What follows belongs to an exercise in optimizing a design on an open flow for small area; a production flow would make more cautious choices.
RTL that was checked went through simulation tests only; none was proved equivalent to the original.
Only the layout flow was run in runs 1 and 2; the RTL was not checked for function there.
In every run shown here, the design's own scripts or RTL, not TritonCTS, make the clock network.
The flow treats the clock pin as an ideal source. Dropping or thinning the clock tree relies on that and would not hold on a real chip.
No activity file was given, so power comes from the tool's default toggle rates.

### flow/design.v
module BCD (input [3:0] BINARY,
				output [6:0] SEGMENTS);
wire d0 = BINARY[0], d1 = BINARY[1], d2 = BINARY[2], d3 = BINARY[3];
assign SEGMENTS[0] = (d2 & ~d1 & ~d0) | (~d3 & ~d2 & ~d1 & d0);
assign SEGMENTS[1] = (d2 & ~d1 & d0) | (d2 & d1 & ~d0);
assign SEGMENTS[2] = (~d2 & d1 & ~d0);
assign SEGMENTS[3] = (d2 & ~d1 & ~d0) | (~d3 & ~d2 & ~d1 & d0) | (~d3 & d2 & d1 & d0);
assign SEGMENTS[4] = (d0) | (d2 & ~d1);
assign SEGMENTS[5] = (~d2 & d1) | (~d3 & ~d2 & d0) | (~d3 & d1 & d0);
assign SEGMENTS[6] = (~d3 & ~d2 & ~d1) | (~d3 & d2 & d1 & d0);
endmodule
module Digit_Converter (input [3:0] Tens,				 
								input [3:0] Units,			 
								output [13:0] Distance);		 
BCD DUT1(.BINARY(Tens),
			.SEGMENTS(Distance[13:7]));
BCD DUT2(.BINARY(Units),
			.SEGMENTS(Distance[6:0]));
endmodule
module CLK_Divider (input CLK,				 
						  input RST,				 
						  input Cycle_Odd,		 
						  output T_Tick);			 
reg [2:0] Counter;		 
assign T_Tick = Counter[2] && !Cycle_Odd;
always@(posedge CLK)
	if(!RST)
		Counter <= 0;
	else
		if(Counter[2])
			Counter <= 0;
		else
			Counter <= Counter + 1;
endmodule
module Sensor_Controller (input CLK,							 
								  input EN,								 
								  input RST,							 
								  input Echo,							 
								  output reg Trigger,				 
								  								  output reg [3:0] Tens,			 
								  output reg [3:0] Units);		 
reg [4:0] R;
reg [6:0] Q_Hi;
reg [1:0] H;
reg [3:0] T, U;
wire Q_Inc   = R[4] & R[3];								 
wire U_Nine  = U[3] & U[0];
wire T_Nine  = T[3] & T[0];
wire Q_Wrap  = H[1] & T[2] & T[0] & U[2] & U[0];		 
wire C_Last  = Q_Hi[6] & Q_Hi[1] & Q_Hi[0] & T[3] & U[3] & U[0] & R[2];	 
wire Clr = !RST | (EN & C_Last);
always@(posedge CLK)
	if(Clr)
		begin
			R <= 0; Q_Hi <= 0; H <= 0; T <= 0; U <= 0;
		end
	else if(EN)
		begin
			R <= Q_Inc ? {2'b00, R[2:0]} : R + 5'd5;
			if(Q_Inc)
				begin
					if(Q_Wrap)
						begin
							H <= 0; T <= 0; U <= 0;
							Q_Hi <= Q_Hi + 1;
						end
					else if(U_Nine)
						begin
							U <= 0;
							if(T_Nine)
								begin
									T <= 0;
									H <= H + 1;
								end
							else
								T <= T + 1;
						end
					else
						U <= U + 1;
				end
		end
always@(posedge CLK)
	if(!RST)
		begin
			Trigger <= 0;
			Tens <= 0; Units <= 0;
		end
	else if(EN)
		begin
			Trigger <= C_Last;
			if(Echo)
				begin
					Tens <= T | {4{H != 0}};
					Units <= U | {4{H != 0}};
				end
		end
endmodule
module Sound_Generator (input CLK,					 
								input RST,					 
								input Far,					 
								output Sound_Data,		 
								output XCLK,				 
								output BCLK,				 
								output DACLRCK,			 
								output Cycle_Odd);		 
reg [12:0] Counter;
always@(posedge CLK)
	if(!RST)
		Counter <= 0;
	else
		Counter <= Counter + 1;
assign Sound_Data = Far ? 1'b0 : Counter[12];
assign XCLK = Counter[1];
assign BCLK = Counter[3];
assign DACLRCK = Counter[8];
assign Cycle_Odd = Counter[0];
endmodule
module CodecConfigurator
(
	input CLK,
	input RST,				 
	input inTick,
	output sdaLow,
	output sclLow
);
	reg [6:0] pos;			 
	reg [2:0] write;		 
	wire [4:0] slot = pos[6:2];
	wire [1:0] phase = pos[1:0];
	wire gapEnd = slot[4] & slot[3] & slot[2] & phase[0];		 
	wire done = write[2] & write[1] & gapEnd;
	always @(posedge CLK)
		if (!RST)
		begin
			pos <= 7'd110;
			write <= 3'd0;
		end
		else if (inTick && !done)
		begin
			pos <= gapEnd ? 7'd0 : pos + 1'b1;
			if (gapEnd) write <= write + 1'b1;
		end
	reg [26:0] lowBits;
	always @*
		case (write)
			3'd1: lowBits = 27'b011011111011101111001010011;
			3'd2: lowBits = 27'b010111101010001111001010011;
			3'd3: lowBits = 27'b001111111010110111001010011;
			3'd4: lowBits = 27'b001100011011001111001010011;
			3'd5: lowBits = 27'b000010111011111111001010011;
			3'd6: lowBits = 27'b000010111010111111001010011;
			default: lowBits = 27'bx;
		endcase
	wire inGap = slot[4] & slot[3] & (slot[2] | (slot[1] & slot[0]));	 
	assign sdaLow = inGap ? (~slot[0] | ~phase[1]) : lowBits[slot];
	assign sclLow = inGap ? ((slot[0] ^ phase[0]) & ~phase[1]) : ~(phase[0] ^ phase[1]);
endmodule
module Security_Top (input CLK,						 
							input RST,						 
							output XCLK,					 
							output BCLK,					 
							output DACLRCK,				 
							input Echo_Sig,				 
							output Trigger_Sig,			 
							output [13:0] Distance,		 
							output Sound_Data,			 
							output I2C_Data_Low,			 
							output I2C_Clock_Low);		 
wire T_Tick;					 
wire Cycle_Odd;				 
wire Far;						 
wire [3:0] Tens, Units;		 
Sound_Generator DUT5(.CLK(CLK),
							.RST(RST),
							.Far(Far),
							.Sound_Data(Sound_Data),
							.XCLK(XCLK),
							.BCLK(BCLK),
							.DACLRCK(DACLRCK),
							.Cycle_Odd(Cycle_Odd));
CLK_Divider DUT1(.CLK(CLK),
					  .RST(RST),
					  .Cycle_Odd(Cycle_Odd),
					  .T_Tick(T_Tick));
Sensor_Controller DUT2(.CLK(CLK),
							  .EN(T_Tick),
							  .RST(RST),
							  .Trigger(Trigger_Sig),
							  .Echo(Echo_Sig),
							  .Tens(Tens),
							  .Units(Units));
assign Far = Tens[3] & Tens[2];
Digit_Converter DUT3(.Tens(Tens),
							.Units(Units),
							.Distance(Distance));
CodecConfigurator DUT6(.CLK(CLK),
							  .RST(RST),
							  .inTick(T_Tick & ~Far),
							  .sdaLow(I2C_Data_Low),
							  .sclLow(I2C_Clock_Low));
endmodule
### flow/flow/run.sh
#!/bin/bash
# Own layout flow: the standard synthesis, then the combinational logic
# between the registers is mapped again by ABC for area (the registers, their
# names and cell types stay as the standard synthesis made them), then
# the standard layout steps from floorplan to finish.
set -euo pipefail
W=$PWD
R=$W/orfs/results/$FLOW_PLATFORM/Security_Top/base
YOSYS=yosys
if [[ -x $FLOW_HOME/../tools/install/yosys/bin/yosys ]]; then YOSYS=$FLOW_HOME/../tools/install/yosys/bin/yosys; fi
LIB=$FLOW_HOME/platforms/$FLOW_PLATFORM/lib/sky130_fd_sc_hd__tt_025C_1v80.lib

MAKE_VARS=(
  "BUFFER_PORTS_ARGS=-buffer_cell sky130_fd_sc_hd__buf_1"
  "PRE_CTS_TCL=$W/flow/manual_cts.tcl"
  "MANUAL_CTS_NET=CLK"
  "MANUAL_CTS_BUF=sky130_fd_sc_hd__clkbuf_8"
  "MANUAL_CTS_N=4"
)

# 1. standard synthesis (netlist only)
bash standard.sh "$R/1_2_yosys.v" > "$W/1_standard_synth.log" 2>&1
cp "$R/1_2_yosys.v" "$W/standard_netlist.v"

# 2. area re-mapping of the combinational logic: several ABC runs (two
#    mappers, four seeds), keeping the smallest result
best=""
best_area=""
for batch in "1 2" "3 4"; do
  for seed in $batch; do
    for mapper in amap nf; do
      tag=${mapper}_$seed
      sed -e "s|@SEED@|$seed|g" "$W/flow/area_$mapper.abc" > "$W/area_$tag.abc"
      sed -e "s|@LIB@|$LIB|g" -e "s|@IN@|$W/standard_netlist.v|g" -e "s|@OUT@|$W/remapped_$tag.v|g" \
          -e "s|@SCRIPT@|$W/area_$tag.abc|g" -e "s|@TOP@|$FLOW_TOP|g" "$W/flow/remap.ys" > "$W/remap_$tag.ys"
      "$YOSYS" -s "$W/remap_$tag.ys" > "$W/2_remap_$tag.log" 2>&1 &
    done
  done
  wait
done
for log in "$W"/2_remap_*.log; do
  tag=${log##*/2_remap_}
  tag=${tag%.log}
  area=$(grep "Chip area for module" "$log" | tail -1 | awk '{print $NF}')
  [[ -n $area && -s $W/remapped_$tag.v ]] || continue
  if [[ -z $best_area ]] || awk -v a="$area" -v b="$best_area" 'BEGIN { exit !(a < b) }'; then
    best=$tag
    best_area=$area
  fi
done
echo "remap: kept $best, area $best_area" > "$W/2_remap_choice.log"
cp "$W/remapped_$best.v" "$R/1_2_yosys.v"
touch "$R/1_2_yosys.v"

# 3. standard layout from the remapped netlist
bash standard.sh "${MAKE_VARS[@]}" finish > "$W/3_layout.log" 2>&1
### flow/flow/area_amap.abc
strash
&get -n
&deepsyn -T 20 -S @SEED@
&put
dch -f
amap
topo
### flow/flow/area_nf.abc
strash
&get -n
&deepsyn -T 20 -S @SEED@
&put
&get -n
&dch -f
&nf -R 1000
&put
topo
### flow/flow/manual_cts.tcl
set block [ord::get_db_block]
set db [ord::get_db]
set clk_net [$block findNet $::env(MANUAL_CTS_NET)]
set master [$db findMaster $::env(MANUAL_CTS_BUF)]
set k $::env(MANUAL_CTS_N)

set sinks {}
foreach it [$clk_net getITerms] {
  set loc [[$it getInst] getLocation]
  lappend sinks [list $it [lindex $loc 0] [lindex $loc 1]]
}
set n [llength $sinks]
# initial centres: sinks spread along the sorted x order
set sorted [lsort -integer -index 1 $sinks]
set cx {}
set cy {}
for {set c 0} {$c < $k} {incr c} {
  set s [lindex $sorted [expr {int(($c + 0.5) * $n / $k)}]]
  lappend cx [lindex $s 1]
  lappend cy [lindex $s 2]
}
for {set iter 0} {$iter < 50} {incr iter} {
  set sumx [lrepeat $k 0]
  set sumy [lrepeat $k 0]
  set cnt [lrepeat $k 0]
  set assign {}
  foreach s $sinks {
    set best 0
    set bd -1
    for {set c 0} {$c < $k} {incr c} {
      set d [expr {abs([lindex $s 1] - [lindex $cx $c]) + abs([lindex $s 2] - [lindex $cy $c])}]
      if {$bd < 0 || $d < $bd} { set bd $d; set best $c }
    }
    lappend assign $best
    lset sumx $best [expr {[lindex $sumx $best] + [lindex $s 1]}]
    lset sumy $best [expr {[lindex $sumy $best] + [lindex $s 2]}]
    lset cnt $best [expr {[lindex $cnt $best] + 1}]
  }
  for {set c 0} {$c < $k} {incr c} {
    if {[lindex $cnt $c] > 0} {
      lset cx $c [expr {[lindex $sumx $c] / [lindex $cnt $c]}]
      lset cy $c [expr {[lindex $sumy $c] / [lindex $cnt $c]}]
    }
  }
}
set nets {}
for {set c 0} {$c < $k} {incr c} {
  set buf [odb::dbInst_create $block $master clkbuf_0_$c]
  set net [odb::dbNet_create $block clknet_0_$c]
  $net setSigType CLOCK
  [$buf findITerm X] connect $net
  $buf setLocation [lindex $cx $c] [lindex $cy $c]
  $buf setPlacementStatus PLACED
  lappend nets $net
  lappend bufs $buf
}
foreach s $sinks c $assign {
  set it [lindex $s 0]
  $it disconnect
  $it connect [lindex $nets $c]
}
foreach buf $bufs {
  [$buf findITerm A] connect $clk_net
}
global_connect
puts "manual CTS: $n clock sinks on $k [$master getName], cluster sizes $cnt"
proc clock_tree_synthesis { args } {
  set_propagated_clock [all_clocks]
}
### flow/flow/remap.ys
# Re-map the combinational cells of the standard netlist for area.
read_liberty -ignore_miss_func @LIB@
read_verilog @IN@
# registers and tie cells stay as they are
blackbox sky130_fd_sc_hd__dfxtp_1 sky130_fd_sc_hd__dfxtp_2 sky130_fd_sc_hd__dfxtp_4 sky130_fd_sc_hd__dfrtp_1 sky130_fd_sc_hd__dfstp_1 sky130_fd_sc_hd__edfxtp_1 sky130_fd_sc_hd__dfxbp_1 sky130_fd_sc_hd__dfrbp_1 sky130_fd_sc_hd__dfsbp_1 sky130_fd_sc_hd__conb_1
hierarchy -top @TOP@
flatten
opt_clean -purge
abc -liberty @LIB@ -script @SCRIPT@ -dont_use sky130_fd_sc_hd__lpflow* -dont_use sky130_fd_sc_hd__probe*
opt_clean -purge
hilomap -singleton -hicell sky130_fd_sc_hd__conb_1 HI -locell sky130_fd_sc_hd__conb_1 LO
splitnets
opt_clean -purge
insbuf -buf sky130_fd_sc_hd__buf_4 A X
opt_clean -purge
stat -liberty @LIB@
select @TOP@
write_verilog -noattr -noexpr -nohex -nodec -selected @OUT@
### flow/standard.sh
#!/bin/bash
# synth_recipe.tcl (not shown) runs the flow's synth.tcl, then flattens the netlist and writes it again
# the make line also repeats each setting of config.mk as NAME=value (left out here)
make -C /OpenROAD-flow-scripts/flow DESIGN_CONFIG=/design/flow/config.mk WORK_HOME=/design/flow/orfs CLKGATE_MAP_FILE= SYNTH_SCRIPT=/design/flow/synth_recipe.tcl "${@:-finish}"
### flow/config.mk
export PLATFORM = sky130hd
export DESIGN_NAME = Security_Top
export DESIGN_NICKNAME = Security_Top
export VERILOG_FILES = /design/flow/design.v
export SDC_FILE = /design/flow/constraint.sdc
export NUM_CORES = 4
export LEC_CHECK = 0
export CAP_MARGIN = 20
export CORE_MARGIN = 2
export CORE_UTILIZATION = 40
export SLEW_MARGIN = 20
### flow/constraint.sdc
create_clock -name core_clock -period 30.0 [get_ports {CLK}]
set_input_delay 6.0000 -clock core_clock [delete_from_list [all_inputs] [get_ports {CLK}]]
set_output_delay 6.0000 -clock core_clock [all_outputs]
set_load 0.01 [all_outputs]
==> impl_metrics.json, run 1 <==
{
  "grt_max_degree": 29,
  "clkTransAtPathRegs_ns": 0.09,
  "io_buffers": 23,
  "tightestPinTransition_ns": 0.723,
  "hold_slack_ns": 0.451,
  "die_h_um": 81.2,
  "num_rows": 28,
  "antenna_found_initial": 0,
  "dp_cells": 410,
  "grt_pass1_wl_um": 8040,
  "status": "complete, no violations",
  "design_area_um2": 2620,
  "fmax_mhz": 125,
  "drc": 0,
  "cap_violations": 0,
  "p_leak_nw": 0.935,
  "required_ns": 24.00,
  "rsz0062_at_grt": "false",
  "syn_inst": 312,
  "r2r_slack_ns": 27.01,
  "critPathBufInv": 2,
  "synth_area_um2": 2390,
  "worstPathCellList": "clkinv_1 -> nor2_1 -> o21ai_0 -> a31oi_1 -> nor2_1 -> a221oi_1 -> o21ai_0 -> o22ai_1 -> buf_1",
  "maxUsedRoutingLayer": "met4",
  "start_util": 0.408,
  "holdBufCountCts": 0,
  "wl_met2_um": 1990,
  "hold_viol": 0,
  "cts_resized": 0,
  "report.final.slew_viol_count": 0,
  "cp_max_fo": 7,
  "grt_pass1_vias": 1863,
  "gr-usage-all-layers": 0.145,
  "clock_skew_ns": 0.0178,
  "worst-setup-path-type": "flip-flop to output pin",
  "hp-start": "DUT2.Units[3]",
  "fin_crit_sh": 0.267,
  "post-route-util": 0.448,
  "power_density_nw_per_um2": 42.6,
  "via_per_inst": 5.11,
  "power_mw": 0.112,
  "ant_nets": 0,
  "gp_congestion": 0.774,
  "drt-met1-wl_um": 2390,
  "die-area_um2": 6600,
  "place_area_um2": 2570,
  "start_kind": "flip-flop",
  "layout_setup_ws_ns": 22.00,
  "slowest_delay_ns": 0.44,
  "dp_hpwl_um": 3470,
  "synth_warnings": 4,
  "wl_um": 4620,
  "crit_start": "DUT6.pos[4]",
  "finalSetupViolCount": 0,
  "drt_pass1_iterations": 6,
  "relSlewSlack": 0.515,
  "syn_to_final_growth_pct": 9.86,
  "die_w_um": 81.2,
  "drt_iter0_drc": 116,
  "tns_ns": 0,
  "slowest_stage": "dfxtp_1",
  "dp_slack_ns": 22.21,
  "r2r-start": "DUT5.Counter[0]",
  "core_um2": 5850,
  "period_needed_ns": 8.00,
  "nets": 344,
  "syn_nets": 315,
  "clk_latency_ns": 0.15,
  "hp-class": "flip-flop to flip-flop",
  "cp.arrival_ns": 2.00,
  "post_drt_wl_per_cell_um": 11.2,
  "critPathTopFamily": "compound AO/OA/AOI/OAI gates",
  "avgSynthCellArea_um2": 7.65,
  "grt.overflow.total": 0,
  "pin_count": 24,
  "final_layout_size_suffix_gt1_frac": 0.0118,
  "instances_no_fill": 414,
  "wl_met3_um": 149,
  "diodes": 0,
  "vias": 2117,
  "irDropWorstVdd_uv": 18.9,
  "endpoint_kind": "output pin",
  "post_cts_buffers": 0
}
flip-flops by register name, summed over array words and instances (netlist names):
signal	cells
DUT2.R	5
DUT5.Counter	13
DUT1.Counter	3
DUT2.T	4
DUT2.Units	4
DUT2.Trigger	1
DUT2.H	2
DUT2.Q_Hi	7
DUT6.write	3
DUT6.pos	7
DUT2.U	4
DUT2.Tens	4
worst reg2reg max path, delay by kind of cell (launching register included):
kind / cells / cell delay (ns)
compound gates: 1 / 0.14
simple gates: 9 / 2.16
flops: 1 / 0.35
buf+inv: 2 / 0.26
per-layer routing:
metal	up-vias	GRT usage
met3	8	0.00778
li1	1142	-
met2	41	0.251
met1	926	0.204
met4	0	0.0203
met5	-	0
cells in the final DEF, fill, tap and decap left out, types with 2 or more instances in the layout:
cell type / count
a2111oi_0: 2
a211oi_1: 17
a21oi_1: 6
a221oi_1: 2
a31oi_1: 2
and2_0: 4
and3_1: 13
buf_1: 23
clkbuf_8: 4
clkinv_1: 30
dfxtp_1: 57
nand2_1: 18
nand4_1: 2
nor2_1: 84
nor2b_1: 7
nor3_1: 31
nor4_1: 2
o21a_1: 2
o21ai_0: 19
o32ai_1: 2
or2_0: 2
or3_1: 3
final timing paths:
kind / depth (start not counted) / end
worst max-delay path: 9 / I2C_Data_Low
worst min-delay path: 2 / DUT2.Units[3]
worst max register to register: 12 / DUT2.Q_Hi[6]
worst min register to register: 2 / DUT2.Units[3]
final cells by class:
| class | instances | area [um2] |
|---|---|---|
| fillers | 617 | 3230 |
| plain buffers | 4 | 55.1 |
| inverters | 30 | 113 |
| repair buffers | 23 | 86.3 |
| well taps | 75 | 93.8 |
| flip-flops and latches | 57 | 1140 |
| multi-input cells | 225 | 1130 |
where the power goes:
part | switching (mW) | total (mW) | internal [mW]
logic | 0.00289 | 0.00416 | 0.00127
clock network | 0.0181 | 0.0304 | 0.0123
registers | 0.000655 | 0.0771 | 0.0764
total | 0.0217 | 0.112 | 0.0900
==> run 2: changes to the inputs <==
--- a/flow/flow/run.sh
+++ b/flow/flow/run.sh
@@ -15,7 +15,7 @@
   "PRE_CTS_TCL=$W/flow/manual_cts.tcl"
   "MANUAL_CTS_NET=CLK"
   "MANUAL_CTS_BUF=sky130_fd_sc_hd__clkbuf_8"
-  "MANUAL_CTS_N=4"
+  "MANUAL_CTS_N=3"
 )
 
 # 1. standard synthesis (netlist only)
==> run 2 against run 1 <==
  * Maximum frequency fell by 0.60%
  * Via count increased by 0.14%
  * Power down 2.1%
  * Critical path type unchanged
  * Cell area decreased by 0.52%
  * Critical path depth unchanged
  * Global-route usage hardly changed
==> impl_metrics.json, run 2 <==
{
  "status": "complete, no violations",
  "cts_resized": 0,
  "tns_ns": 0,
  "gp_congestion": 0.774,
  "num_rows": 28,
  "tightestPinTransition_ns": 0.734,
  "grt_max_degree": 29,
  "pin_count": 24,
  "synth_warnings": 4,
  "vias": 2120,
  "syn_to_final_growth_pct": 9.28,
  "largest_reg_flops": 13,
  "holdBufCountCts": 0,
  "die_w_um": 81.2,
  "clkTransAtPathRegs_ns": 0.11,
  "clk_latency_ns": 0.17,
  "syn_inst": 312,
  "dp_cells": 410,
  "die-area_um2": 6600,
  "cap_violations": 0,
  "irDropWorstVdd_uv": 27.5,
  "clock_skew_ns": 0.0103,
  "grt_pass1_wl_um": 8040,
  "p_leak_nw": 0.927,
  "dp_hpwl_um": 3470,
  "cp_max_fo": 7,
  "hp-class": "flip-flop to flip-flop",
  "endpoint_kind": "output pin",
  "post_cts_buffers": 0,
  "start_kind": "flip-flop",
  "syn_nets": 315,
  "cp.arrival_ns": 2.04,
  "multi_input_area_um2": 1130,
  "finalSetupViolCount": 0,
  "final_cell_mix": "nor2_1, dfxtp_1, nor3_1, clkinv_1, buf_1",
  "avgSynthCellArea_um2": 7.65,
  "hold_viol": 0,
  "post_drt_wl_per_cell_um": 11.2,
  "nets": 343,
  "report.final.slew_viol_count": 0,
  "fmax_mhz": 124,
  "gr-usage-all-layers": 0.145,
  "io_buffers": 23,
  "top_register": "DUT5.Counter",
  "grt_pass1_vias": 1876,
  "synth_area_um2": 2390,
  "required_ns": 24.00,
  "core_um2": 5850,
  "via_per_inst": 5.13,
  "instances_no_fill": 413,
  "drt_iter0_drc": 105,
  "diodes": 0,
  "drc": 0,
  "rsz0062_at_grt": "false",
  "fin_crit_sh": 0.268,
  "final_common_cell": "nor2_1",
  "power_density_nw_per_um2": 41.9,
  "final.fill_count": 622,
  "drt_pass1_iterations": 5,
  "antenna_found_initial": 0,
  "die_h_um": 81.2,
  "period_needed_ns": 8.04,
  "grt.overflow.total": 0,
  "top_regs": "DUT5.Counter: 13 flops, DUT2.Q_Hi: 7 flops, DUT6.pos: 7 flops",
  "start_util": 0.408,
  "final_layout_size_suffix_gt1_frac": 0.00888,
  "wl_um": 4640,
  "worst-setup-path-type": "flip-flop to output pin",
  "ant_nets": 0,
  "regArea_um2": 1140,
  "relSlewSlack": 0.508
}
[run 2: changes by cell type in the layout (fill, tap and decap cells not counted)]
cell / change
clkbuf_8: -1
[run 2: power breakdown]
part | internal (mW) | total [mW] | switching (mW)
combinational | 0.00127 | 0.00416 | 0.00289
clock | 0.00936 | 0.0280 | 0.0187
sequential | 0.0765 | 0.0771 | 0.000655
[run 2: metrics by stage]
stage | area (um2) | utilization | total power [mW] | hold WS (ns) | setup WS, ns
2_1_floorplan | 2390 | - | 0.0817 | 0.415 | 22.44
3_3_place_gp | 2570 | 0.439 | 0.0831 | 0.436 | 22.24
3_5_place_dp | 2570 | 0.439 | 0.0831 | 0.439 | 22.21
4_1_cts | 2610 | 0.446 | 0.111 | 0.456 | 22.01
5_1_grt | 2610 | 0.446 | 0.114 | 0.478 | 21.79
6_report | 2610 | 0.446 | 0.109 | 0.456 | 21.96
[run 2: final cells by class]
| class | instances | share of cell area |
|---|---|---|
| Buffer | 3 | 0.0158 |
| Inverter | 30 | 0.0432 |
| Multi-Input combinational cell | 225 | 0.434 |
| Sequential cell | 57 | 0.438 |
| Tap cell | 75 | 0.0360 |
| Timing Repair Buffer | 23 | 0.0331 |
[run 2: worst paths after layout]
check	slack, ns	start	endpoint	cells past startpoint
max	21.96	DUT6.pos[4]	I2C_Data_Low	9
min reg2reg	0.46	DUT2.Units[3]	DUT2.Units[3]	2
min	0.46	DUT2.Units[3]	DUT2.Units[3]	2
max reg2reg	26.99	DUT5.Counter[0]	DUT2.Q_Hi[6]	12
[run 2: worst max-delay path: stages (launching register included)]
cell and delay, ns:
dfxtp_1 0.44, clkinv_1 0.19, nor2_1 0.20, o21ai_0 0.18
a31oi_1 0.25, nor2_1 0.06, a221oi_1 0.19, o21ai_0 0.10
o22ai_1 0.11, buf_1 0.16
[run 2: per-layer routing]
metal  track usage  part of all wire
met2         0.256              0.44
met5             0                 0
met1         0.201              0.52
met3        0.0100             0.030
met4        0.0136             0.011
==> run 3: changes to the inputs <==
--- a/flow/design.v
+++ b/flow/design.v
@@ -1,13 +1,13 @@
 module BCD (input [3:0] BINARY,
 				output [6:0] SEGMENTS);
-wire d0 = BINARY[0], d1 = BINARY[1], d2 = BINARY[2], d3 = BINARY[3];
-assign SEGMENTS[0] = (d2 & ~d1 & ~d0) | (~d3 & ~d2 & ~d1 & d0);
-assign SEGMENTS[1] = (d2 & ~d1 & d0) | (d2 & d1 & ~d0);
-assign SEGMENTS[2] = (~d2 & d1 & ~d0);
-assign SEGMENTS[3] = (d2 & ~d1 & ~d0) | (~d3 & ~d2 & ~d1 & d0) | (~d3 & d2 & d1 & d0);
-assign SEGMENTS[4] = (d0) | (d2 & ~d1);
-assign SEGMENTS[5] = (~d2 & d1) | (~d3 & ~d2 & d0) | (~d3 & d1 & d0);
-assign SEGMENTS[6] = (~d3 & ~d2 & ~d1) | (~d3 & d2 & d1 & d0);
+wire [3:0] d = BINARY;
+assign SEGMENTS[0] = (d[2] & ~d[1] & ~d[0]) | (~d[3] & ~d[2] & ~d[1] & d[0]);
+assign SEGMENTS[1] = (d[2] & ~d[1] & d[0]) | (d[2] & d[1] & ~d[0]);
+assign SEGMENTS[2] = (~d[2] & d[1] & ~d[0]);
+assign SEGMENTS[3] = (d[2] & ~d[1] & ~d[0]) | (~d[3] & ~d[2] & ~d[1] & d[0]) | (~d[3] & d[2] & d[1] & d[0]);
+assign SEGMENTS[4] = (d[0]) | (d[2] & ~d[1]);
+assign SEGMENTS[5] = (~d[2] & d[1]) | (~d[3] & ~d[2] & d[0]) | (~d[3] & d[1] & d[0]);
+assign SEGMENTS[6] = (~d[3] & ~d[2] & ~d[1]) | (~d[3] & d[2] & d[1] & d[0]);
 endmodule
 module Digit_Converter (input [3:0] Tens,				 
 								input [3:0] Units,			 
@@ -37,17 +37,23 @@
 								  input RST,							 
 								  input Echo,							 
 								  output reg Trigger,				 
-								  								  output reg [3:0] Tens,			 
+								  output reg [3:0] Tens,			 
 								  output reg [3:0] Units);		 
 reg [4:0] R;
 reg [6:0] Q_Hi;
-reg [1:0] H;
+reg [1:0] H;			 
 reg [3:0] T, U;
+wire [3:0] U_Inc = {(U[3]) | (U[2] & U[1] & U[0]), (U[2] & ~U[0]) | (U[2] & ~U[1]) | (~U[2] & U[1] & U[0]), (~U[1] & U[0]) | (U[1] & ~U[0]), (~U[0])};	 
+wire [3:0] T_Inc = {(T[3]) | (T[2] & T[1] & T[0]), (T[2] & ~T[0]) | (T[2] & ~T[1]) | (~T[2] & T[1] & T[0]), (~T[1] & T[0]) | (T[1] & ~T[0]), (~T[0])};	 
+wire U_Nine  = (U[3] & U[0]);
+wire T_Nine  = (T[3] & T[0]);
+wire U_Five  = U[2] & U[0];				 
+wire T_Five  = T[2] & T[0];				 
+wire T_Eight = T[3];						 
 wire Q_Inc   = R[4] & R[3];								 
-wire U_Nine  = U[3] & U[0];
-wire T_Nine  = T[3] & T[0];
-wire Q_Wrap  = H[1] & T[2] & T[0] & U[2] & U[0];		 
-wire C_Last  = Q_Hi[6] & Q_Hi[1] & Q_Hi[0] & T[3] & U[3] & U[0] & R[2];	 
+wire Q_Wrap  = H[1] & T_Five & U_Five;					 
+wire C_Last  = Q_Hi[6] & Q_Hi[1] & Q_Hi[0] & T_Eight & U_Nine & R[2];	 
+wire Far_Now = H[0];
 wire Clr = !RST | (EN & C_Last);
 always@(posedge CLK)
 	if(Clr)
@@ -70,13 +76,13 @@
 							if(T_Nine)
 								begin
 									T <= 0;
-									H <= H + 1;
+									H <= {H[0], 1'b1};
 								end
 							else
-								T <= T + 1;
+								T <= T_Inc;
 						end
 					else
-						U <= U + 1;
+						U <= U_Inc;
 				end
 		end
 always@(posedge CLK)
@@ -90,8 +96,8 @@
 			Trigger <= C_Last;
 			if(Echo)
 				begin
-					Tens <= T | {4{H != 0}};
-					Units <= U | {4{H != 0}};
+					Tens <= T | {4{Far_Now}};
+					Units <= U | {4{Far_Now}};
 				end
 		end
 endmodule
@@ -140,19 +146,9 @@
 			pos <= gapEnd ? 7'd0 : pos + 1'b1;
 			if (gapEnd) write <= write + 1'b1;
 		end
-	reg [26:0] lowBits;
-	always @*
-		case (write)
-			3'd1: lowBits = 27'b011011111011101111001010011;
-			3'd2: lowBits = 27'b010111101010001111001010011;
-			3'd3: lowBits = 27'b001111111010110111001010011;
-			3'd4: lowBits = 27'b001100011011001111001010011;
-			3'd5: lowBits = 27'b000010111011111111001010011;
-			3'd6: lowBits = 27'b000010111010111111001010011;
-			default: lowBits = 27'bx;
-		endcase
+	wire romLow = (~slot[4] & ~slot[3] & ~slot[2] & ~slot[1]) | (~write[2] & slot[4] & ~slot[3] & ~slot[0]) | (~slot[4] & slot[3] & ~slot[2] & slot[1]) | (~slot[4] & ~slot[3] & slot[2] & ~slot[0]) | (~slot[4] & ~slot[2] & ~slot[1] & slot[0]) | (slot[4] & ~slot[3] & ~slot[2] & ~slot[0]) | (~write[1] & write[0] & slot[2] & ~slot[0]) | (~write[2] & write[1] & slot[4] & slot[2]) | (write[2] & write[1] & slot[2] & ~slot[0]) | (~write[1] & slot[3] & slot[1] & slot[0]) | (~write[1] & slot[4] & ~slot[2] & slot[1] & slot[0]) | (~write[0] & slot[3] & slot[2] & ~slot[1] & ~slot[0]) | (~write[2] & write[0] & slot[4] & ~slot[1] & ~slot[0]) | (~write[2] & slot[4] & slot[2] & ~slot[1]) | (write[2] & write[0] & slot[3] & slot[2]) | (write[0] & slot[2] & slot[1] & ~slot[0]) | (write[2] & write[1] & slot[3] & slot[2] & ~slot[1]) | (~write[2] & ~write[1] & slot[4] & slot[3] & slot[0]) | (~write[1] & ~write[0] & slot[4] & slot[1] & slot[0]) | (write[1] & write[0] & slot[4] & ~slot[3] & slot[1]) | (~write[2] & ~write[0] & slot[4] & slot[3] & slot[0]) | (write[2] & slot[4] & ~slot[3] & ~slot[2] & slot[1]) | (write[1] & write[0] & slot[3] & slot[2] & ~slot[1] & slot[0]) | (~write[1] & ~write[0] & slot[4] & slot[3] & ~slot[1] & ~slot[0]);
 	wire inGap = slot[4] & slot[3] & (slot[2] | (slot[1] & slot[0]));	 
-	assign sdaLow = inGap ? (~slot[0] | ~phase[1]) : lowBits[slot];
+	assign sdaLow = inGap ? (~slot[0] | ~phase[1]) : romLow;
 	assign sclLow = inGap ? ((slot[0] ^ phase[0]) & ~phase[1]) : ~(phase[0] ^ phase[1]);
 endmodule
 module Security_Top (input CLK,						 
--- a/flow/flow/run.sh
+++ b/flow/flow/run.sh
@@ -15,7 +15,7 @@
   "PRE_CTS_TCL=$W/flow/manual_cts.tcl"
   "MANUAL_CTS_NET=CLK"
   "MANUAL_CTS_BUF=sky130_fd_sc_hd__clkbuf_8"
-  "MANUAL_CTS_N=3"
+  "MANUAL_CTS_N=4"
 )
 
 # 1. standard synthesis (netlist only)
==> run 3 against run 2 <==
  * Still clean on timing, DRC and antenna
  * Maximum frequency up 3.5%
  * Cell area down 1.4%
  * Critical path depth down 2
  * Worst hold slack worse by 0.018 ns
  * Worst setup slack better by 0.27 ns
  * Die area down 2.1%
  * Synthesized cell count down 11%
  * Clock power up 11%
  * Critical endpoint unchanged
  * Largest cell class is now multi-input combinational cells
  * Highest routed layer unchanged
==> impl_metrics.json, run 3 <==
{
  "status": "complete, no violations",
  "top_register": "DUT5.Counter",
  "pin_count": 24,
  "gr-usage-all-layers": 0.143,
  "cp.arrival_ns": 1.77,
  "regToRegEndpoint": "DUT2.Q_Hi[6]",
  "wl_um": 4420,
  "fmax_mhz": 129,
  "post_drt_wl_per_cell_um": 11.7,
  "required_ns": 24.00,
  "report.final.slew_viol_count": 0,
  "relSlewSlack": 0.627,
  "hp-start": "DUT1.Counter[0]",
  "diodes": 0,
  "drt_pass1_iterations": 4,
  "p_leak_nw": 0.958,
  "nets": 310,
  "rr_worst_depth": 8,
  "grt_pass1_wl_um": 7850,
  "antenna_found_initial": 0,
  "irDropWorstVdd_uv": 25.2,
  "period_needed_ns": 7.77,
  "dp_cells": 373,
  "grt.overflow.total": 0,
  "design_area_um2": 2570,
  "final_cell_mix": "dfxtp_1, nor2_1, a21oi_1, nand2_1, buf_1",
  "holdBufCountCts": 0,
  "final_layout_size_suffix_gt1_frac": 0.0164,
  "cp_max_fo": 8,
  "num_rows": 27,
  "start_kind": "flip-flop",
  "rsz0062_at_grt": "false",
  "via_per_inst": 5.25,
  "start_util": 0.418,
  "final.fill_count": 565,
  "ant_nets": 0,
  "syn_nets": 280,
  "dp_hpwl_um": 3150,
  "avgSynthCellArea_um2": 8.42,
  "grt_pass1_vias": 1725,
  "syn_to_final_growth_pct": 10.2,
  "hold_viol": 0,
  "tightestPinTransition_ns": 0.559,
  "vias": 1978,
  "drc": 0,
  "gp_congestion": 0.896,
  "fin_crit_sh": 0.259,
  "io_buffers": 23,
  "clock_skew_ns": 0.0209,
  "worst-setup-path-type": "flip-flop to output pin",
  "hold_end": "DUT1.Counter[2]",
  "final_common_cell": "dfxtp_1",
  "top_regs": "DUT5.Counter: 13 flops, DUT2.Q_Hi: 7 flops, DUT6.pos: 7 flops",
  "post_cts_buffers": 0,
  "endpoint_kind": "output pin",
  "power_density_nw_per_um2": 43.8,
  "power_mw": 0.113,
  "core_um2": 5570,
  "clkTransAtPathRegs_ns": 0.10,
  "multi_input_area_um2": 1170,
  "die_w_um": 80.4,
  "finalSetupViolCount": 0,
  "hp-class": "flip-flop to flip-flop",
  "clk_latency_ns": 0.16,
  "cts_resized": 0,
  "place_area_um2": 2520,
  "synth_area_um2": 2330,
  "largest_reg_flops": 13,
  "die-area_um2": 6460,
  "r2r_slack_ns": 27.49,
  "holdPathStages": 2,
  "die_h_um": 80.4,
  "cap_violations": 0,
  "syn_inst": 277,
  "instances_no_fill": 377,
  "drt_iter0_drc": 89,
  "synth_warnings": 4,
  "grt_max_degree": 25,
  "tns_ns": 0,
  "r2r-start": "DUT5.Counter[0]",
  "regArea_um2": 1140
}
## run 3: how the worst max path moves through the flow
stage	to	slack, ns	from	cells after the start
after floorplan	I2C_Data_Low	22.58	DUT6.write[1]	6
after global placement	I2C_Data_Low	22.43	DUT6.write[1]	7
after detailed placement	I2C_Data_Low	22.42	DUT6.write[0]	7
after CTS	I2C_Data_Low	22.24	DUT6.write[0]	7
after global routing	I2C_Data_Low	22.05	DUT6.write[0]	7
final	I2C_Data_Low	22.23	DUT6.write[0]	7
## run 3: power breakdown
part / internal [mW] / total [mW] / switching, mW
combinational: 0.00141 / 0.00422 / 0.00282
clock: 0.0123 / 0.0311 / 0.0188
sequential: 0.0764 / 0.0772 / 0.000750
total: 0.0901 / 0.113 / 0.0224
## run 3: layer usage
layer	track usage	wire, um
met5	0	0
met3	0.0101	158
met4	0.0288	95
met2	0.232	1840
met1	0.210	2320
## run 3: final cells by class
class,instances,share of cell area
multi-input cells,214,0.455
flip-flops and latches,57,0.444
repair buffers,24,0.0365
well taps,72,0.0350
plain buffers,4,0.0214
inverters,6,0.00876
## run 3: per-stage QoR
stage | hold WS [ns] | worst slack, ns | util
floorplan | 0.414 | 22.58 | -
global placement | 0.423 | 22.43 | 0.451
CTS | 0.441 | 22.24 | 0.461
global route | 0.461 | 22.05 | 0.461
finish | 0.438 | 22.23 | 0.461
detailed placement | 0.436 | 22.42 | 0.451
## run 3: worst max-delay path, cell delays in order (launching register included)
cell and delay [ns]:
dfxtp_1 0.49, nor2_1 0.09, o311ai_0 0.37, o21ai_0 0.14, o21ai_0 0.09, a211oi_1 0.09
o21ai_0 0.17, buf_1 0.17
==> run 4: changes to the inputs <==
--- a/flow/design.v
+++ b/flow/design.v
@@ -40,7 +40,7 @@
 								  output reg [3:0] Tens,			 
 								  output reg [3:0] Units);		 
 reg [4:0] R;
-reg [6:0] Q_Hi;
+reg [3:0] E;
 reg [1:0] H;			 
 reg [3:0] T, U;
 wire [3:0] U_Inc = {(U[3]) | (U[2] & U[1] & U[0]), (U[2] & ~U[0]) | (U[2] & ~U[1]) | (~U[2] & U[1] & U[0]), (~U[1] & U[0]) | (U[1] & ~U[0]), (~U[0])};	 
@@ -49,16 +49,16 @@
 wire T_Nine  = (T[3] & T[0]);
 wire U_Five  = U[2] & U[0];				 
 wire T_Five  = T[2] & T[0];				 
-wire T_Eight = T[3];						 
 wire Q_Inc   = R[4] & R[3];								 
 wire Q_Wrap  = H[1] & T_Five & U_Five;					 
-wire C_Last  = Q_Hi[6] & Q_Hi[1] & Q_Hi[0] & T_Eight & U_Nine & R[2];	 
+wire E_Last  = ~R[2] & ~R[1] & ~R[0];					 
+wire C_Last  = E[3] & E[2] & E[0] & T[3] & U_Nine & ~R[3] & R[2] & R[1];
 wire Far_Now = H[0];
 wire Clr = !RST | (EN & C_Last);
 always@(posedge CLK)
 	if(Clr)
 		begin
-			R <= 0; Q_Hi <= 0; H <= 0; T <= 0; U <= 0;
+			R <= 0; E <= 0; H <= 0; T <= 0; U <= 0;
 		end
 	else if(EN)
 		begin
@@ -68,7 +68,8 @@
 					if(Q_Wrap)
 						begin
 							H <= 0; T <= 0; U <= 0;
-							Q_Hi <= Q_Hi + 1;
+							if(E_Last)
+								E <= E + 1;
 						end
 					else if(U_Nine)
 						begin
==> run 4 against run 3 <==
  * Still clean on timing, DRC and antenna
  * Worst setup slack better by 0.11 ns
  * Register-to-register slack better by 0.27 ns
  * Synthesized cell count decreased by 4.7%
  * Worst hold slack better by 0.0079 ns
  * Sequential power is 5.2% lower
  * Clock power is 5% lower
  * Wire length down 4.1%
  * Die area decreased by 2.4%
  * Global-route usage down 0.68 points
==> impl_metrics.json, run 4 <==
{
  "synth_warnings": 4,
  "final_layout_size_suffix_gt1_frac": 0.0171,
  "final.fill_count": 572,
  "die_w_um": 79.4,
  "regToRegEndpoint": "DUT6.pos[5]",
  "grt_pass1_wl_um": 7450,
  "holdPathStages": 1,
  "layout_setup_ws_ns": 22.33,
  "clkTransAtPathRegs_ns": 0.11,
  "multi_input_area_um2": 1170,
  "syn_to_final_growth_pct": 10.5,
  "status": "complete, no violations",
  "rsz0062_at_grt": "false",
  "nets": 297,
  "top_regs": "DUT5.Counter: 13 flops, DUT6.pos: 7 flops, DUT2.R: 5 flops",
  "final_common_cell": "dfxtp_1",
  "synth_area_um2": 2270,
  "diodes": 0,
  "die-area_um2": 6300,
  "wl_um": 4230,
  "regArea_um2": 1080,
  "finalSetupViolCount": 0,
  "drt-met1-wl_um": 2210,
  "p_leak_nw": 0.913,
  "power_density_nw_per_um2": 42.5,
  "gp_congestion": 0.825,
  "crit_start": "DUT6.write[1]",
  "clk_latency_ns": 0.16,
  "wl_met3_um": 150,
  "start_util": 0.413,
  "hold_end": "DUT1.Counter[0]",
  "r2r-start": "DUT5.Counter[0]",
  "fin_crit_sh": 0.256,
  "post_cts_buffers": 0,
  "tns_ns": 0,
  "dp_cells": 360,
  "design_area_um2": 2510,
  "worstPathCellList": "o21ai_0 -> o211ai_1 -> a21oi_1 -> a31oi_1 -> o22ai_1 -> a21oi_1 -> buf_1",
  "dp_hpwl_um": 2960,
  "antenna_found_initial": 0,
  "pin_count": 24,
  "endpoint_kind": "output pin",
  "instances_no_fill": 364,
  "largest_reg_flops": 13,
  "holdBufCountCts": 0,
  "place_area_um2": 2460,
  "slowest_delay_ns": 0.54,
  "cp_common_cell": "a21oi_1",
  "via_per_inst": 5.16,
  "report.final.slew_viol_count": 0,
  "syn_inst": 264,
  "io_buffers": 23,
  "cp.depth": 7,
  "tightestPinTransition_ns": 0.461,
  "critPathTopFamily": "compound AO/OA/AOI/OAI gates",
  "dp_slack_ns": 22.49,
  "hold_viol": 0,
  "start_kind": "flip-flop",
  "core_um2": 5510,
  "post_drt_wl_per_cell_um": 11.6,
  "ant_nets": 0,
  "grt_pass1_vias": 1724,
  "die_h_um": 79.4,
  "relSlewSlack": 0.692,
  "avgSynthCellArea_um2": 8.61,
  "syn_nets": 267,
  "r2r_slack_ns": 27.76,
  "grt_max_degree": 35,
  "top_register": "DUT5.Counter",
  "hp-class": "flip-flop to flip-flop",
  "gr-usage-all-layers": 0.137,
  "num_rows": 27,
  "rr_worst_depth": 10,
  "final_cell_mix": "dfxtp_1, a21oi_1, nor2_1, nand2_1, buf_1",
  "irDropWorstVdd_uv": 28.0,
  "cts_resized": 0,
  "wl_met2_um": 1800,
  "cp.arrival_ns": 1.67,
  "fmax_mhz": 130,
  "maxUsedRoutingLayer": "met4",
  "drt_pass1_iterations": 4,
  "drt_iter0_drc": 96,
  "grt.overflow.total": 0,
  "vias": 1880,
  "worst-setup-path-type": "flip-flop to output pin",
  "clock_skew_ns": 0.0333,
  "cap_violations": 0,
  "period_needed_ns": 7.67,
  "required_ns": 24.00,
  "cp_max_fo": 11,
  "slowest_stage": "dfxtp_1",
  "critPathBufInv": 1,
  "drc": 0,
  "hp-start": "DUT1.Counter[0]"
}
==> run 4: layout make-up <==
| cell class | count | area share |
|---|---|---|
| timing repair buffer | 24 | 0.0374 |
| buffer | 4 | 0.0219 |
| tap | 72 | 0.0359 |
| multi-input combinational | 204 | 0.465 |
| inverter | 6 | 0.00897 |
| sequential | 54 | 0.430 |
==> run 4: power by group <==
group / internal [mW] / total [mW] / switching [mW]
Combinational: 0.00154 / 0.00398 / 0.00244
Clock: 0.0123 / 0.0295 / 0.0172
Sequential: 0.0725 / 0.0732 / 0.000768
==> run 4: worst max-delay path by stage <==
stage / endpoint / slack [ns]
2_1_floorplan: Distance[0] / 22.62
3_3_place_gp: I2C_Data_Low / 22.56
3_5_place_dp: I2C_Data_Low / 22.49
4_1_cts: I2C_Data_Low / 22.33
5_1_grt: I2C_Data_Low / 22.13
6_report: I2C_Data_Low / 22.33
==> run 4: per-layer routing <==
metal  global-route usage  up-vias
li1                     -     1024
met1                0.195      816
met2                0.228       33
met3               0.0124        7
met4               0.0224        0
met5                    0        -
==> run 4: through the flow <==
step	hold WS, ns	power, mW	util
floorplan	0.414	0.0772	-
CTS	0.446	0.108	0.456
detailed placement	0.432	0.0789	0.446
global placement	0.424	0.0788	0.446
finish	0.446	0.107	0.456
global route	0.466	0.112	0.456
==> run 4: worst register-to-register path, delay by kind of cell (launching register included) <==
family             cells  cell delay (ns)
DFF                    1             0.36
and+or+nand+nor        7             1.21
AOI/OAI and AO/OA      3             0.56
==> run 5: changes to the inputs <==
--- a/flow/design.v
+++ b/flow/design.v
@@ -41,24 +41,21 @@
 								  output reg [3:0] Units);		 
 reg [4:0] R;
 reg [3:0] E;
-reg [1:0] H;			 
-reg [3:0] T, U;
+reg [4:0] T;			 
+reg [3:0] U;			 
 wire [3:0] U_Inc = {(U[3]) | (U[2] & U[1] & U[0]), (U[2] & ~U[0]) | (U[2] & ~U[1]) | (~U[2] & U[1] & U[0]), (~U[1] & U[0]) | (U[1] & ~U[0]), (~U[0])};	 
-wire [3:0] T_Inc = {(T[3]) | (T[2] & T[1] & T[0]), (T[2] & ~T[0]) | (T[2] & ~T[1]) | (~T[2] & T[1] & T[0]), (~T[1] & T[0]) | (T[1] & ~T[0]), (~T[0])};	 
 wire U_Nine  = (U[3] & U[0]);
-wire T_Nine  = (T[3] & T[0]);
 wire U_Five  = U[2] & U[0];				 
-wire T_Five  = T[2] & T[0];				 
 wire Q_Inc   = R[4] & R[3];								 
-wire Q_Wrap  = H[1] & T_Five & U_Five;					 
+wire Q_Wrap  = T[4] & T[3] & T[0] & U_Five;				 
 wire E_Last  = ~R[2] & ~R[1] & ~R[0];					 
-wire C_Last  = E[3] & E[2] & E[0] & T[3] & U_Nine & ~R[3] & R[2] & R[1];
-wire Far_Now = H[0];
+wire C_Last  = E[3] & E[2] & E[0] & T[3] & U[3] & ~R[3] & R[2] & R[1] & ~R[0];
+wire Far_Now = T[4] | (T[3] & (T[2] | T[1]));			 
 wire Clr = !RST | (EN & C_Last);
 always@(posedge CLK)
 	if(Clr)
 		begin
-			R <= 0; E <= 0; H <= 0; T <= 0; U <= 0;
+			R <= 0; E <= 0; T <= 0; U <= 0;
 		end
 	else if(EN)
 		begin
@@ -67,20 +64,14 @@
 				begin
 					if(Q_Wrap)
 						begin
-							H <= 0; T <= 0; U <= 0;
+							T <= 0; U <= 0;
 							if(E_Last)
 								E <= E + 1;
 						end
 					else if(U_Nine)
 						begin
 							U <= 0;
-							if(T_Nine)
-								begin
-									T <= 0;
-									H <= {H[0], 1'b1};
-								end
-							else
-								T <= T_Inc;
+							T <= T + 1;
 						end
 					else
 						U <= U_Inc;
@@ -97,7 +88,7 @@
 			Trigger <= C_Last;
 			if(Echo)
 				begin
-					Tens <= T | {4{Far_Now}};
+					Tens <= T[3:0] | {4{Far_Now}};
 					Units <= U | {4{Far_Now}};
 				end
 		end
==> run 5 against run 4 <==
  * Synthesized cell count shrank 1.9%
  * Combinational power is essentially flat
  * Still clean
  * Worst setup slack got worse by 0.12 ns
==> impl_metrics.json, run 5 <==
{
  "wl_um": 4230,
  "crit_start": "DUT6.write[0]",
  "num_rows": 27,
  "worstPathCellList": "a21oi_1 -> and3b_1 -> o21ai_0 -> a21boi_0 -> a2111oi_0 -> a21oi_1 -> buf_1",
  "clk_latency_ns": 0.15,
  "synth_area_um2": 2250,
  "relSlewSlack": 0.676,
  "grt_pass1_wl_um": 7450,
  "worst-setup-path-type": "flip-flop to output pin",
  "post-route-util": 0.455,
  "top_register": "DUT5.Counter",
  "status": "complete, no violations",
  "drc": 0,
  "hp-class": "flip-flop to flip-flop",
  "cap_violations": 0,
  "final_common_cell": "dfxtp_1",
  "power_density_nw_per_um2": 42.2,
  "clkTransAtPathRegs_ns": 0.10,
  "grt.overflow.total": 0,
  "p_leak_nw": 0.912,
  "cp.depth": 7,
  "report.final.slew_viol_count": 0,
  "power_mw": 0.105,
  "clock_skew_ns": 0.0191,
  "ant_nets": 0,
  "multi_input_area_um2": 1170,
  "avgSynthCellArea_um2": 8.68,
  "r2r-start": "DUT5.Counter[0]",
  "via_per_inst": 5.27,
  "gr-usage-all-layers": 0.136,
  "slowest_stage": "dfxtp_1",
  "core_um2": 5470,
  "regToRegEndpoint": "DUT2.E[3]",
  "slowest_delay_ns": 0.39,
  "cp-endpoint": "I2C_Data_Low",
  "start_kind": "flip-flop",
  "antenna_found_initial": 0,
  "die_w_um": 79.0,
  "final.fill_count": 567,
  "design_area_um2": 2490,
  "fin_crit_sh": 0.259,
  "synth_warnings": 4,
  "dp_hpwl_um": 2940,
  "final_cell_mix": "dfxtp_1, a21oi_1, nor2_1, o21ai_0, buf_1",
  "hold_viol": 0,
  "place_area_um2": 2430,
  "critPathBufInv": 1,
  "pin_count": 24,
  "cp_max_fo": 10,
  "largest_reg_flops": 13,
  "vias": 1893,
  "post_cts_buffers": 0,
  "r2r_slack_ns": 27.63,
  "gp_congestion": 0.777,
  "die_h_um": 79.0,
  "hold_slack_ns": 0.452,
  "grt_max_degree": 36,
  "io_buffers": 23,
  "layout_setup_ws_ns": 22.22,
  "syn_to_final_growth_pct": 10.6,
  "tns_ns": 0,
  "critPathTopFamily": "compound AO/OA/AOI/OAI gates",
  "start_util": 0.411,
  "cp.arrival_ns": 1.78,
  "instances_no_fill": 359,
  "nets": 292,
  "dp_cells": 355,
  "post_drt_wl_per_cell_um": 11.8,
  "drt_iter0_drc": 100,
  "drt_pass1_iterations": 4,
  "holdBufCountCts": 0,
  "period_needed_ns": 7.78,
  "fmax_mhz": 129,
  "syn_nets": 262,
  "cp_common_cell": "a21oi_1",
  "cts_resized": 0,
  "top_regs": "DUT5.Counter: 13 flops, DUT6.pos: 7 flops",
  "syn_inst": 259,
  "irDropWorstVdd_uv": 21.4,
  "regArea_um2": 1060,
  "finalSetupViolCount": 0,
  "rr_worst_depth": 8,
  "final_layout_size_suffix_gt1_frac": 0.0174,
  "rsz0062_at_grt": "false",
  "grt_pass1_vias": 1662,
  "die-area_um2": 6240,
  "tightestPinTransition_ns": 0.485,
  "dp_slack_ns": 22.37,
  "endpoint_kind": "output pin",
  "diodes": 0,
  "required_ns": 24.00
}
-- run 5: layout make-up --
type	count	area share
Multi-Input combinational cell	202	0.471
Buffer	4	0.0221
Inverter	4	0.00604
Tap cell	72	0.0362
Timing Repair Buffer	24	0.0377
Sequential cell	53	0.427
-- run 5: per-layer routing --
layer,up-vias,track usage,routed length [um],part of all wire
met5,-,0,0,0
met4,0,0.0207,66,0.016
met3,6,0.00795,132,0.031
met2,30,0.211,1730,0.41
met1,849,0.212,2300,0.54
li1,1008,-,-,-
-- run 5: power by group --
part | switching, mW | internal (mW)
clock network | 0.0168 | 0.0122
logic | 0.00245 | 0.00156
registers | 0.000757 | 0.0711
-- run 5: worst min path at each step --
stage	startpoint	to	slack, ns	cells after the start
4_1_cts	DUT1.Counter[0]	DUT1.Counter[0]	0.46	1
2_1_floorplan	DUT1.Counter[0]	DUT1.Counter[0]	0.41	1
3_3_place_gp	DUT1.Counter[0]	DUT1.Counter[0]	0.43	1
6_report	DUT1.Counter[0]	DUT1.Counter[0]	0.45	1
3_5_place_dp	DUT1.Counter[0]	DUT1.Counter[0]	0.44	1
5_1_grt	DUT1.Counter[0]	DUT1.Counter[0]	0.46	1
==> run 6: changes to the inputs <==
--- a/flow/flow/run.sh
+++ b/flow/flow/run.sh
@@ -23,10 +23,10 @@
 cp "$R/1_2_yosys.v" "$W/standard_netlist.v"
 
 # 2. area re-mapping of the combinational logic: several ABC runs (two
-#    mappers, four seeds), keeping the smallest result
+#    mappers, eight seeds), keeping the smallest result
 best=""
 best_area=""
-for batch in "1 2" "3 4"; do
+for batch in "1 2" "3 4" "5 6" "7 8"; do
   for seed in $batch; do
     for mapper in amap nf; do
       tag=${mapper}_$seed
==> run 6 against run 5 <==
  * Clock skew rose by 0.0090 ns
  * Via count rose by 1.2%
  * Critical path depth did not move
  * Cell area fell by 0.30%
  * Global-route usage fell by 0.13 points
  * Clock power barely moved
  * Synthesized cell count rose by 3.1%
  * Final cell count rose by 2.2%
  * Combinational power rose by 29%
  * Die area fell by 0.32%
  * Worst hold slack got worse by 0.0091 ns
  * Wire length fell by 0.38%
  * Critical path type unchanged
==> impl_metrics.json, run 6 <==
{
  "status": "complete, no violations",
  "largest_reg_flops": 13,
  "cts_resized": 0,
  "top_regs": "DUT5.Counter: 13 flops, DUT6.pos: 7 flops",
  "grt_pass1_wl_um": 7330,
  "final_layout_size_suffix_gt1_frac": 0.0169,
  "critPathTopFamily": "compound AO/OA/AOI/OAI gates",
  "cp.arrival_ns": 2.06,
  "grt_max_degree": 34,
  "power_density_nw_per_um2": 43.9,
  "avgSynthCellArea_um2": 8.39,
  "tightestPinTransition_ns": 0.489,
  "pwr-share-comb": 0.047,
  "start_util": 0.409,
  "design_area_um2": 2480,
  "report.final.slew_viol_count": 0,
  "irDropWorstVdd_uv": 23.7,
  "post_drt_wl_per_cell_um": 11.5,
  "clkTransAtPathRegs_ns": 0.10,
  "via_per_inst": 5.22,
  "hold_viol": 0,
  "start_kind": "flip-flop",
  "endpoint_kind": "output pin",
  "regToRegEndpoint": "DUT2.E[3]",
  "top_register": "DUT5.Counter",
  "final_cell_mix": "dfxtp_1, nor2_1, a21oi_1, o21ai_0, buf_1",
  "relSlewSlack": 0.670,
  "r2r-start": "DUT5.Counter[0]",
  "nets": 300,
  "r2r_slack_ns": 27.65,
  "use_met1": 0.186,
  "grtUsageMet2": 0.237,
  "tns_ns": 0,
  "die_w_um": 78.9,
  "vias": 1915,
  "clock_skew_ns": 0.0281,
  "diodes": 0,
  "p_int_mw": 0.0865,
  "grt_pass1_vias": 1704,
  "final_common_cell": "dfxtp_1",
  "slowest_delay_ns": 0.49,
  "synth_warnings": 4,
  "dp_hpwl_um": 3020,
  "syn_inst": 267,
  "required_ns": 24.00,
  "io_buffers": 23,
  "drc": 0,
  "num_rows": 27,
  "rsz0062_at_grt": "false",
  "syn_nets": 270,
  "post-route-util": 0.453,
  "p_switching_mw": 0.0223,
  "die-area_um2": 6220,
  "critPathBufInv": 2,
  "die_h_um": 78.9,
  "holdBufCountCts": 0,
  "cp_max_fo": 7,
  "period_needed_ns": 8.06,
  "rr_worst_depth": 9,
  "hp-start": "DUT1.Counter[0]",
  "hp-class": "flip-flop to flip-flop",
  "drt_pass1_iterations": 4,
  "hold_end": "DUT1.Counter[0]",
  "worst-setup-path-type": "flip-flop to output pin",
  "ant_nets": 0,
  "seqPwrFrac": 0.683,
  "switching_share": 0.205,
  "gp_congestion": 0.813,
  "post_cts_buffers": 0,
  "gr-usage-all-layers": 0.135,
  "worstPathCellList": "clkinv_1 -> o311ai_0 -> a22oi_1 -> a311oi_1 -> a2111oi_0 -> a21oi_1 -> buf_1",
  "antenna_found_initial": 0,
  "finalSetupViolCount": 0,
  "fmax_mhz": 124,
  "drt_iter0_drc": 77,
  "clk_latency_ns": 0.16,
  "slowest_stage": "o311ai_0",
  "cap_violations": 0,
  "core_um2": 5470,
  "gr-usage-met3": 0.0125,
  "place_area_um2": 2420,
  "syn_to_final_growth_pct": 10.7,
  "pin_count": 24,
  "power_frac_clock": 0.270,
  "synth_area_um2": 2240,
  "grt.overflow.total": 0,
  "hold_slack_ns": 0.443,
  "holdPathStages": 1,
  "p_leak_nw": 0.949,
  "wl_um": 4210,
  "grt-busiest-layer": "met2",
  "fin_crit_sh": 0.269
}
run 6: cell type report:
| class | count | area [um2] |
|---|---|---|
| Sequential cell | 53 | 1060 |
| Buffer | 4 | 55.1 |
| Multi-Input combinational cell | 206 | 1150 |
| Fill cell | 564 | 2990 |
| Tap cell | 72 | 90.1 |
| Inverter | 8 | 30.0 |
| Timing Repair Buffer | 24 | 93.8 |
run 6: metrics by stage:
step                power (mW)  setup WS [ns]  cells
CTS                      0.110          21.93    367
detailed placement      0.0812          22.09    363
global placement        0.0812          22.21    363
global route             0.114          21.70    367
floorplan               0.0789          22.40    267
finish                   0.109          21.94    367
run 6: worst max path at each step:
stage / start / end / slack, ns / cells past startpoint
after floorplan: DUT6.write[1] / I2C_Data_Low / 22.40 / 6
after global placement: DUT6.write[1] / I2C_Data_Low / 22.21 / 7
after detailed placement: DUT6.write[1] / I2C_Data_Low / 22.09 / 7
after CTS: DUT6.write[1] / I2C_Data_Low / 21.93 / 7
after global routing: DUT6.write[1] / I2C_Data_Low / 21.70 / 6
final: DUT6.write[1] / I2C_Data_Low / 21.94 / 7
run 6: per-layer routing:
layer  vias to the layer above  share of wire
li1                       1026              -
met5                         -              0
met4                         0         0.0097
met1                       861           0.53
met3                         2          0.029
met2                        26           0.44
run 6: power groups by stage:
stage	Sequential, mW	Combinational [mW]	Clock (mW)
6_report	0.0743	0.00516	0.0293
4_1_cts	0.0743	0.00524	0.0307
3_3_place_gp	0.0760	0.00522	0
3_5_place_dp	0.0759	0.00522	0
5_1_grt	0.0746	0.00592	0.0339
2_1_floorplan	0.0754	0.00352	0
==> run 7: changes to the inputs <==
--- a/flow/flow/run.sh
+++ b/flow/flow/run.sh
@@ -15,7 +15,7 @@
   "PRE_CTS_TCL=$W/flow/manual_cts.tcl"
   "MANUAL_CTS_NET=CLK"
   "MANUAL_CTS_BUF=sky130_fd_sc_hd__clkbuf_8"
-  "MANUAL_CTS_N=4"
+  "MANUAL_CTS_N=3"
 )
 
 # 1. standard synthesis (netlist only)
--- a/flow/flow/manual_cts.tcl
+++ b/flow/flow/manual_cts.tcl
@@ -19,22 +19,42 @@
   lappend cx [lindex $s 1]
   lappend cy [lindex $s 2]
 }
+# balanced k-means: each cluster takes at most ceil(n / k) sinks, the
+# sinks with the strongest preference choosing first
+set cap [expr {($n + $k - 1) / $k}]
 for {set iter 0} {$iter < 50} {incr iter} {
+  set order {}
+  set si 0
+  foreach s $sinks {
+    set ds {}
+    for {set c 0} {$c < $k} {incr c} {
+      lappend ds [expr {abs([lindex $s 1] - [lindex $cx $c]) + abs([lindex $s 2] - [lindex $cy $c])}]
+    }
+    set sd [lsort -integer $ds]
+    lappend order [list $si [expr {[lindex $sd 1] - [lindex $sd 0]}] $ds]
+    incr si
+  }
+  set order [lsort -integer -decreasing -index 1 $order]
+  set assign [lrepeat $n 0]
+  set cnt [lrepeat $k 0]
+  foreach o $order {
+    set si [lindex $o 0]
+    set ds [lindex $o 2]
+    set best -1
+    set bd -1
+    for {set c 0} {$c < $k} {incr c} {
+      if {[lindex $cnt $c] >= $cap} { continue }
+      set d [lindex $ds $c]
+      if {$bd < 0 || $d < $bd} { set bd $d; set best $c }
+    }
+    lset assign $si $best
+    lset cnt $best [expr {[lindex $cnt $best] + 1}]
+  }
   set sumx [lrepeat $k 0]
   set sumy [lrepeat $k 0]
-  set cnt [lrepeat $k 0]
-  set assign {}
-  foreach s $sinks {
-    set best 0
-    set bd -1
-    for {set c 0} {$c < $k} {incr c} {
-      set d [expr {abs([lindex $s 1] - [lindex $cx $c]) + abs([lindex $s 2] - [lindex $cy $c])}]
-      if {$bd < 0 || $d < $bd} { set bd $d; set best $c }
-    }
-    lappend assign $best
-    lset sumx $best [expr {[lindex $sumx $best] + [lindex $s 1]}]
-    lset sumy $best [expr {[lindex $sumy $best] + [lindex $s 2]}]
-    lset cnt $best [expr {[lindex $cnt $best] + 1}]
+  foreach s $sinks c $assign {
+    lset sumx $c [expr {[lindex $sumx $c] + [lindex $s 1]}]
+    lset sumy $c [expr {[lindex $sumy $c] + [lindex $s 2]}]
   }
   for {set c 0} {$c < $k} {incr c} {
     if {[lindex $cnt $c] > 0} {
==> run 7 against run 6 <==
  * Combinational power is essentially flat
  * Power fell by 2.3%
  * Still clean on timing, DRC and antenna
  * Clock skew is 0.026 ns lower
  * Sequential share of layout area grew 0.24 points
  * Maximum frequency shrank 0.76%
  * Largest cell class unchanged
  * Synthesized area unchanged
  * Register-to-register slack gained 0.06 ns
  * Cell area down 0.55%
==> impl_metrics.json, run 7 <==
{
  "status": "complete, no violations",
  "final_common_cell": "dfxtp_1",
  "ant_nets": 0,
  "diodes": 0,
  "report.final.slew_viol_count": 0,
  "synth_warnings": 4,
  "syn_to_final_growth_pct": 10.1,
  "finalSetupViolCount": 0,
  "die-area_um2": 6220,
  "worst-setup-path-type": "flip-flop to output pin",
  "rsz0062_at_grt": "false",
  "top_register": "DUT5.Counter",
  "irDropWorstVdd_uv": 23.5,
  "endpoint_kind": "output pin",
  "post_drt_wl_per_cell_um": 11.4,
  "nets": 299,
  "cp_max_fo": 7,
  "gp_congestion": 0.813,
  "place_area_um2": 2420,
  "start_util": 0.409,
  "grt.overflow.total": 0,
  "period_needed_ns": 8.12,
  "pin_count": 24,
  "design_area_um2": 2470,
  "final_cell_mix": "dfxtp_1, nor2_1, a21oi_1, o21ai_0, buf_1",
  "avgSynthCellArea_um2": 8.39,
  "holdBufCountCts": 0,
  "cp.arrival_ns": 2.12,
  "cts_resized": 0,
  "hold_viol": 0,
  "post_cts_buffers": 0,
  "syn_inst": 267,
  "tns_ns": 0,
  "core_um2": 5470,
  "vias": 1906,
  "io_buffers": 23,
  "clock_skew_ns": 0.00192,
  "drt_iter0_drc": 81,
  "start_kind": "flip-flop",
  "grt_max_degree": 34,
  "final_layout_size_suffix_gt1_frac": 0.0136,
  "cap_violations": 0,
  "die_w_um": 78.9,
  "largest_reg_flops": 13,
  "fin_crit_sh": 0.271,
  "die_h_um": 78.9,
  "synth_area_um2": 2240,
  "hold_slack_ns": 0.444,
  "gr-usage-all-layers": 0.135,
  "num_rows": 27,
  "p_leak_nw": 0.942,
  "final.fill_count": 569,
  "hp-class": "flip-flop to flip-flop",
  "tightestPinTransition_ns": 0.506,
  "power_density_nw_per_um2": 43.1,
  "top_regs": "DUT5.Counter: 13 flops, DUT6.pos: 7 flops",
  "via_per_inst": 5.21,
  "antenna_found_initial": 0,
  "relSlewSlack": 0.658,
  "drt_pass1_iterations": 4,
  "fmax_mhz": 123,
  "wl_um": 4190,
  "grt_pass1_wl_um": 7300,
  "dp_hpwl_um": 3020,
  "drc": 0,
  "syn_nets": 270,
  "clkTransAtPathRegs_ns": 0.10,
  "required_ns": 24.00,
  "clk_latency_ns": 0.16,
  "grt_pass1_vias": 1703
}
-- run 7: layout make-up --
class	instances	area, um2	share of cell area
flip-flops and latches	53	1060	0.430
plain buffers	3	41.3	0.0167
well taps	72	90.1	0.0365
inverters	8	30.0	0.0122
multi-input cells	206	1150	0.466
repair buffers	24	93.8	0.0381
-- run 7: final timing paths --
check / cells after the start / endpoint / slack [ns] / from
worst min register to register: 1 / DUT1.Counter[0] / 0.44 / DUT1.Counter[0]
worst min-delay path: 1 / DUT1.Counter[0] / 0.44 / DUT1.Counter[0]
worst max-delay path: 6 / I2C_Data_Low / 21.88 / DUT6.write[1]
worst max register to register: 9 / DUT2.E[3] / 27.71 / DUT5.Counter[0]
-- run 7: report_power, final --
group,internal (mW),switching [mW]
clock network,0.00932,0.0175
registers,0.0722,0.00213
logic,0.00212,0.00303
total,0.0836,0.0227
-- run 7: critical path, stage by stage, from the launching register on --
cell and delay (ns):
dfxtp_1 0.47, clkinv_1 0.16, o311ai_0 0.51, a311oi_1 0.16
a2111oi_0 0.45, a21oi_1 0.07, buf_1 0.14
-- run 7: layer usage --
| layer | wire length [um] | global-route usage |
|---|---|---|
| met1 | 2220 | 0.188 |
| met2 | 1810 | 0.236 |
| met5 | 0 | 0 |
| met3 | 99 | 0.00909 |
| met4 | 53 | 0.0155 |
-- run 7: per-stage QoR --
stage | worst slack, ns | util | total power, mW | std cells
floorplan | 22.40 | - | 0.0789 | 267
global placement | 22.21 | 0.443 | 0.0812 | 363
detailed placement | 22.09 | 0.443 | 0.0812 | 363
CTS | 21.89 | 0.451 | 0.108 | 366
global route | 21.64 | 0.451 | 0.112 | 366
finish | 21.88 | 0.451 | 0.106 | 366

-- afterwards: timing with drivers on the ports --
The results above use ideal ports. As a check the final layouts listed here were re-extracted and re-timed, cells and wires unchanged.
Step 1, drivers: a clkbuf_16 drives CLK and a buf_2 each remaining input, both assumed.
Step 2 adds t to the input delays and takes it off the output delays; t is the mean of the earliest and latest rising clock arrival at the registers after step 1. Input paths then give back, and output paths get back, about the clock's delay inside the block.
a / b / c = ideal / step 1 / step 2; a / b = the first two.
| run | t, ns | slack for setup (ns) | slew at the worst register clock pin (ns) |
|---|---|---|---|
| run 1 | 0.204 | 22.004 / 21.944 / 22.148 | 0.10 / 0.10 |
| run 2 | 0.215 | 21.955 / 21.906 / 22.121 | 0.12 / 0.12 |
| run 3 | 0.199 | 22.230 / 22.176 / 22.375 | 0.10 / 0.10 |
| run 4 | 0.202 | 22.335 / 22.280 / 22.482 | 0.11 / 0.11 |
| run 5 | 0.199 | 22.218 / 22.163 / 22.362 | 0.10 / 0.10 |
| run 6 | 0.199 | 21.942 / 21.886 / 22.085 | 0.10 / 0.10 |
| run 7 | 0.205 | 21.880 / 21.834 / 22.040 | 0.10 / 0.10 |
After both steps every run listed still meets setup and hold.
